This design comes from an exercise in tuning for small area, a short achievable clock period and few clock cycles on the open sky130 flow, not from production work. Where RTL was checked, it was by simulation tests only, not by an equivalence proof against the original. Power and IR drop assume default switching activity.

==> flow/design.v <==
`timescale 1ns / 1ps
module ddr_rw
(
   input               c3_clk0,
   input               c3_rst0,                
   input               pic_store_done,         
   output reg          lbp_finish,             
   output reg          c3_p0_cmd_en,
   output reg [2:0]    c3_p0_cmd_instr,
   output reg [5:0]    c3_p0_cmd_bl,
   output reg [29:0]   c3_p0_cmd_byte_addr,
   input               c3_p0_cmd_full,
   output reg          c3_p0_wr_en,
   output reg [15:0]   c3_p0_wr_mask,
   output reg [127:0]  c3_p0_wr_data,
   input               c3_p0_wr_full,
   output reg          c3_p0_rd_en,
   input  [127:0]      c3_p0_rd_data,
   input               c3_p0_rd_empty
);
function [12:0] hp;
   input [15:0] p;
   hp = {p[15:12], p[10:6], p[4:1]};
endfunction
function [15:0] add2;
   input [12:0] x;
   input [12:0] y;
   add2 = {{1'b0, x[12:9]} + {1'b0, y[12:9]},
           {1'b0, x[8:4]}  + {1'b0, y[8:4]},
           {1'b0, x[3:0]}  + {1'b0, y[3:0]}};
endfunction
function [12:0] qs;
   input [12:0] x;
   input [12:0] y;
   qs = {{1'b0, x[12:10]} + {1'b0, y[12:10]},
         {1'b0, x[8:5]}   + {1'b0, y[8:5]},
         {1'b0, x[3:1]}   + {1'b0, y[3:1]}};
endfunction
function [15:0] add3;
   input [12:0] a;
   input [12:0] b;
   input [12:0] s;
   add3 = {{2'b0, a[12:10]} + {2'b0, b[12:10]} + {1'b0, s[12:9]},
           {2'b0, a[8:5]}   + {2'b0, b[8:5]}   + {1'b0, s[8:4]},
           {2'b0, a[3:1]}   + {2'b0, b[3:1]}   + {1'b0, s[3:0]}};
endfunction
localparam PH_O0 = 3'd0,    
           PH_LD = 3'd1,    
           PH_O1 = 3'd2,    
           PH_X1 = 3'd3,    
           PH_EW = 3'd4,    
           PH_E0 = 3'd5,    
           PH_E1 = 3'd6;    
reg        run;
reg [2:0]  ph;
reg [3:0]  dj;
reg [6:0]  dr;
reg        ddone;
reg [1:0]  pc;
reg [3:0]  rj;
reg [6:0]  rr;
reg        rdone;
reg [6:0]  ocnt;       
reg [3:0]  wj;
reg [8:0]  wrow;       
reg        clast;      
reg [63:0] pa;         
reg [63:0] tw;         
reg [51:0] pb;         
reg [12:0] p8;         
wire [15:0] hd [0:7];
genvar g;
generate for (g = 0; g < 8; g = g + 1) begin : hdsplit
   assign hd[g] = c3_p0_rd_data[127-16*g -: 16];
end endgenerate
reg         hsel;      
reg         esel;      
reg  [51:0] yq;
reg  [51:0] ys;        
wire [12:0] xh [0:4];
wire [15:0] xf [0:3];
generate for (g = 0; g < 4; g = g + 1) begin : win
   assign xf[g] = hsel ? tw[63-16*g -: 16] : pa[63-16*g -: 16];
   assign xh[g] = hsel ? pb[51-13*g -: 13] : hp(pa[63-16*g -: 16]);
end endgenerate
assign xh[4] = hsel ? p8 : hp(tw[63:48]);
wire [127:0] word;
generate for (g = 0; g < 4; g = g + 1) begin : slot
   wire [15:0] a = add2(xh[g], yq[51-13*g -: 13]);
   wire [15:0] c = add3(xh[g], xh[g+1], ys[51-13*g -: 13]);
   assign word[127-32*g -: 32] = esel ? {xf[g], a} : {a, c};
end endgenerate
reg [64:0] yn;
always @* begin
   case (ph)
      PH_O1:        yn = {hp(tw[63:48]), hp(tw[47:32]), hp(tw[31:16]), hp(tw[15:0]), hp(hd[0])};
      PH_X1, PH_EW: yn = {hp(pa[47:32]), hp(pa[31:16]), hp(pa[15:0]), hp(tw[63:48]), 13'd0};
      PH_E0:        yn = {pb[38:0], p8, 13'd0};
      default:      yn = {hp(hd[0]), hp(hd[1]), hp(hd[2]), hp(hd[3]), hp(hd[4])};
   endcase
end
wire hv  = !c3_p0_rd_empty && !c3_p0_rd_en;         
wire cr  = !pc[1] && !c3_p0_wr_full;                
wire act = run && !ddone;
reg [2:0] ph_n;
always @* begin
   ph_n = ph;
   if (act)
      case (ph)
         PH_O0: if (hv && (dr == 7'd0 || cr)) ph_n = PH_LD;
         PH_LD: ph_n = PH_O1;
         PH_O1: if (hv) ph_n = PH_X1;
         PH_X1: ph_n = (dr == 7'd127) ? PH_O0 : (cr ? PH_E0 : PH_EW);
         PH_EW: if (cr) ph_n = PH_E0;
         PH_E0: ph_n = PH_E1;
         default: ph_n = (hv && cr) ? PH_LD : PH_O0;
      endcase
end
wire grp_done = act && ((ph == PH_X1 && dr != 7'd0) || ph == PH_E1);
wire can    = run && !lbp_finish && !c3_p0_cmd_en;
wire want_w = (pc != 2'd0);
wire want_r = !rdone && (ocnt <= 7'd62);
wire sel_r  = can && want_r && (!want_w || ocnt < 7'd32);
wire sel_w  = can && want_w && !sel_r;
wire pushed_r = c3_p0_cmd_en && c3_p0_cmd_instr[0];
wire pushed_w = c3_p0_cmd_en && !c3_p0_cmd_instr[0];
always @(posedge c3_clk0) begin
   if (c3_rst0) begin
      run <= 1'b0;
      lbp_finish <= 1'b0;
      ph <= PH_O0;
      hsel <= 1'b0;
      esel <= 1'b0;
      dj <= 4'd0;
      dr <= 7'd0;
      ddone <= 1'b0;
      pc <= 2'd0;
      rj <= 4'd0;
      rr <= 7'd0;
      rdone <= 1'b0;
      ocnt <= 7'd0;
      wj <= 4'd0;
      wrow <= 9'd130;
      c3_p0_cmd_en <= 1'b0;
      c3_p0_wr_en <= 1'b0;
      c3_p0_rd_en <= 1'b0;
   end else begin
      run <= pic_store_done;
      if (pushed_w && clast)
         lbp_finish <= 1'b1;
      c3_p0_cmd_en <= (sel_r || sel_w) && !c3_p0_cmd_full;
      if (pushed_r) begin
         rr <= rr + 7'd1;
         if (rr == 7'd127) begin
            rj <= rj + 4'd1;
            if (rj == 4'd15)
               rdone <= 1'b1;
         end
      end
      if (pushed_w) begin
         if (wrow == 9'd383) begin
            wrow <= 9'd130;
            wj <= wj + 4'd1;
         end else
            wrow <= wrow + 9'd1;
      end
      ocnt <= ocnt - {6'd0, c3_p0_rd_en} + (pushed_r ? {5'd0, c3_p0_cmd_bl[0] ? 2'd2 : 2'd1} : 7'd0);
      pc <= pc + {1'b0, grp_done} - {1'b0, pushed_w};
      hsel <= (ph_n == PH_X1) || (ph_n == PH_E1);
      esel <= (ph_n == PH_E0) || (ph_n == PH_E1);
      c3_p0_wr_en <= 1'b0;
      c3_p0_rd_en <= 1'b0;
      if (act) begin
         ph <= ph_n;
         case (ph)
            PH_O0: c3_p0_rd_en <= (ph_n == PH_LD) && (dj != 4'd15);
            PH_LD: c3_p0_wr_en <= (dr != 7'd0);
            PH_O1: c3_p0_rd_en <= (ph_n == PH_X1);
            PH_X1: begin
               c3_p0_wr_en <= (dr != 7'd0);
               if (dr == 7'd127) begin
                  dr <= 7'd0;
                  dj <= dj + 4'd1;
                  if (dj == 4'd15)
                     ddone <= 1'b1;
               end
            end
            PH_EW: ;
            PH_E0: c3_p0_wr_en <= 1'b1;
            default: begin
               c3_p0_wr_en <= 1'b1;
               c3_p0_rd_en <= (ph_n == PH_LD) && (dj != 4'd15);
               dr <= dr + 7'd1;
            end
         endcase
      end
   end
end
always @(posedge c3_clk0) begin
   c3_p0_cmd_instr <= sel_r ? 3'b001 : 3'b010;
   c3_p0_cmd_bl <= {5'd0, !(sel_r && rj == 4'd15)};
   if (sel_r)
      c3_p0_cmd_byte_addr <= {10'd0, 2'd0, rr, 2'd0, ({1'b0, rj} + 5'd1), 4'd0};
   else
      c3_p0_cmd_byte_addr <= {10'd0, wrow, 1'b0, wj[3], !wj[3], wj[2:0], 1'b1, 4'd0};
   clast <= (wj == 4'd15) && (wrow == 9'd383);
   c3_p0_wr_mask <= 16'd0;
   c3_p0_wr_data <= word;
   yq <= yn[64:13];
   ys <= {qs(yn[64:52], yn[51:39]), qs(yn[51:39], yn[38:26]), qs(yn[38:26], yn[25:13]), qs(yn[25:13], yn[12:0])};
   if (ph == PH_LD) begin
      pa <= c3_p0_rd_data[127:64];
      tw <= c3_p0_rd_data[63:0];
   end
   if (ph == PH_X1) begin
      p8 <= hp(hd[0]);
      pb <= {hp(tw[63:48]), hp(tw[47:32]), hp(tw[31:16]), hp(tw[15:0])};
   end
end
endmodule
==> flow/config.mk <==
export PLATFORM = sky130hd
export DESIGN_NAME = ddr_rw
export DESIGN_NICKNAME = ddr_rw
export VERILOG_FILES = /design/flow/design.v
export SDC_FILE = /design/flow/constraint.sdc
export NUM_CORES = 4
export LEC_CHECK = 0
export CAP_MARGIN = 20
export CORE_MARGIN = 2
export CORE_UTILIZATION = 60
export PLACE_DENSITY = 0.7
export SETUP_SLACK_MARGIN = 5
export SLEW_MARGIN = 20
==> flow/constraint.sdc <==
create_clock -name core_clock -period 8.0 [get_ports {c3_clk0}]
set_input_delay 1.6000 -clock core_clock [delete_from_list [all_inputs] [get_ports {c3_clk0}]]
set_output_delay 1.6000 -clock core_clock [all_outputs]
set_load 0.01 [all_outputs]
standard.sh (not shown) runs the stock make flow with config.mk's settings and CLKGATE_MAP_FILE= SYNTH_SCRIPT=/design/flow/synth_recipe.tcl, a recipe that flattens the netlist after the stock synthesis.
==> flow/flow/run.sh <==
#!/bin/bash
# Layout flow: the standard ORFS layout (standard.sh, unchanged synthesis),
# with the input and output port buffers inserted before global placement made
# of sky130_fd_sc_hd__buf_1 cells instead of the resizer's default choice.
# Every port still gets its own buffer; later repair may resize them.
set -euo pipefail
export BUFFER_PORTS_ARGS="-buffer_cell sky130_fd_sc_hd__buf_1"
bash standard.sh finish > standard_flow.log 2>&1
==> next run, changes <==
--- a/flow/design.v
+++ b/flow/design.v
@@ -91,13 +91,15 @@
    assign word[127-32*g -: 32] = esel ? {xf[g], a} : {a, c};
 end endgenerate
-reg [64:0] yn;
+reg [51:0] yn;
 always @* begin
    case (ph)
-      PH_O1:        yn = {hp(tw[63:48]), hp(tw[47:32]), hp(tw[31:16]), hp(tw[15:0]), hp(hd[0])};
-      PH_X1, PH_EW: yn = {hp(pa[47:32]), hp(pa[31:16]), hp(pa[15:0]), hp(tw[63:48]), 13'd0};
-      PH_E0:        yn = {pb[38:0], p8, 13'd0};
-      default:      yn = {hp(hd[0]), hp(hd[1]), hp(hd[2]), hp(hd[3]), hp(hd[4])};
+      PH_O1:        yn = {hp(tw[63:48]), hp(tw[47:32]), hp(tw[31:16]), hp(tw[15:0])};
+      PH_X1, PH_EW: yn = {hp(pa[47:32]), hp(pa[31:16]), hp(pa[15:0]), hp(tw[63:48])};
+      PH_E0:        yn = {pb[38:0], p8};
+      default:      yn = {hp(hd[0]), hp(hd[1]), hp(hd[2]), hp(hd[3])};
    endcase
 end
+wire [64:0] ys_w = (ph == PH_O1) ? {hp(tw[63:48]), hp(tw[47:32]), hp(tw[31:16]), hp(tw[15:0]), hp(hd[0])}
+                                 : {hp(hd[0]), hp(hd[1]), hp(hd[2]), hp(hd[3]), hp(hd[4])};
 wire hv  = !c3_p0_rd_empty && !c3_p0_rd_en;         
 wire cr  = !pc[1] && !c3_p0_wr_full;                
@@ -207,6 +209,6 @@
    c3_p0_wr_mask <= 16'd0;
    c3_p0_wr_data <= word;
-   yq <= yn[64:13];
-   ys <= {qs(yn[64:52], yn[51:39]), qs(yn[51:39], yn[38:26]), qs(yn[38:26], yn[25:13]), qs(yn[25:13], yn[12:0])};
+   yq <= yn;
+   ys <= {qs(ys_w[64:52], ys_w[51:39]), qs(ys_w[51:39], ys_w[38:26]), qs(ys_w[38:26], ys_w[25:13]), qs(ys_w[25:13], ys_w[12:0])};
    if (ph == PH_LD) begin
       pa <= c3_p0_rd_data[127:64];
Effect: The new run completed without violations; setup slack gains 0.036 ns; register-to-register slack gets better by 0.03 ns; core utilization goes up by 0.66 points; hold slack improves by 0.022 ns; non-clock buffer count grows by 2; die area went up by 1.7%; clock power climbs by 9.7%; clock skew went down by 0.0045 ns; combinational power barely changes.
Testbench counts after the change, summed over its fixed seeds: cycles 79,446.
Function not checked in the first run of this note: the RTL went through the layout flow alone.

## what the ideal ports hide
How much do the figures lean on ideal ports? The routed layouts below were timed once more, with nothing changed but the port constraints. Step 1 assumes that a clkbuf_16 drives the clock port and a buf_2 every other input. Step 2, shift: input delay + t, output delay - t, t = (earliest + latest rising clock arrival at the registers) / 2. This alone moves slack from input paths to output paths. Three values: no drivers, after step 1, after step 2; two values: the first two.
| run | shift t [ns] | setup slack, ns | worst setup path at the end | slew at the worst register clock pin (ns) |
|---|---|---|---|---|
| the first run | 0.645 | 5.030 / 5.037 / 4.420 | input to register | 0.06 / 0.06 |
| the second run | 0.656 | 5.067 / 5.049 / 4.805 | input to register | 0.07 / 0.07 |
After both steps setup and hold are still met in every run listed. For the first run, which loses most, drivers alone change the setup slack by +0.007 ns; drivers and shift together by -0.610 ns.
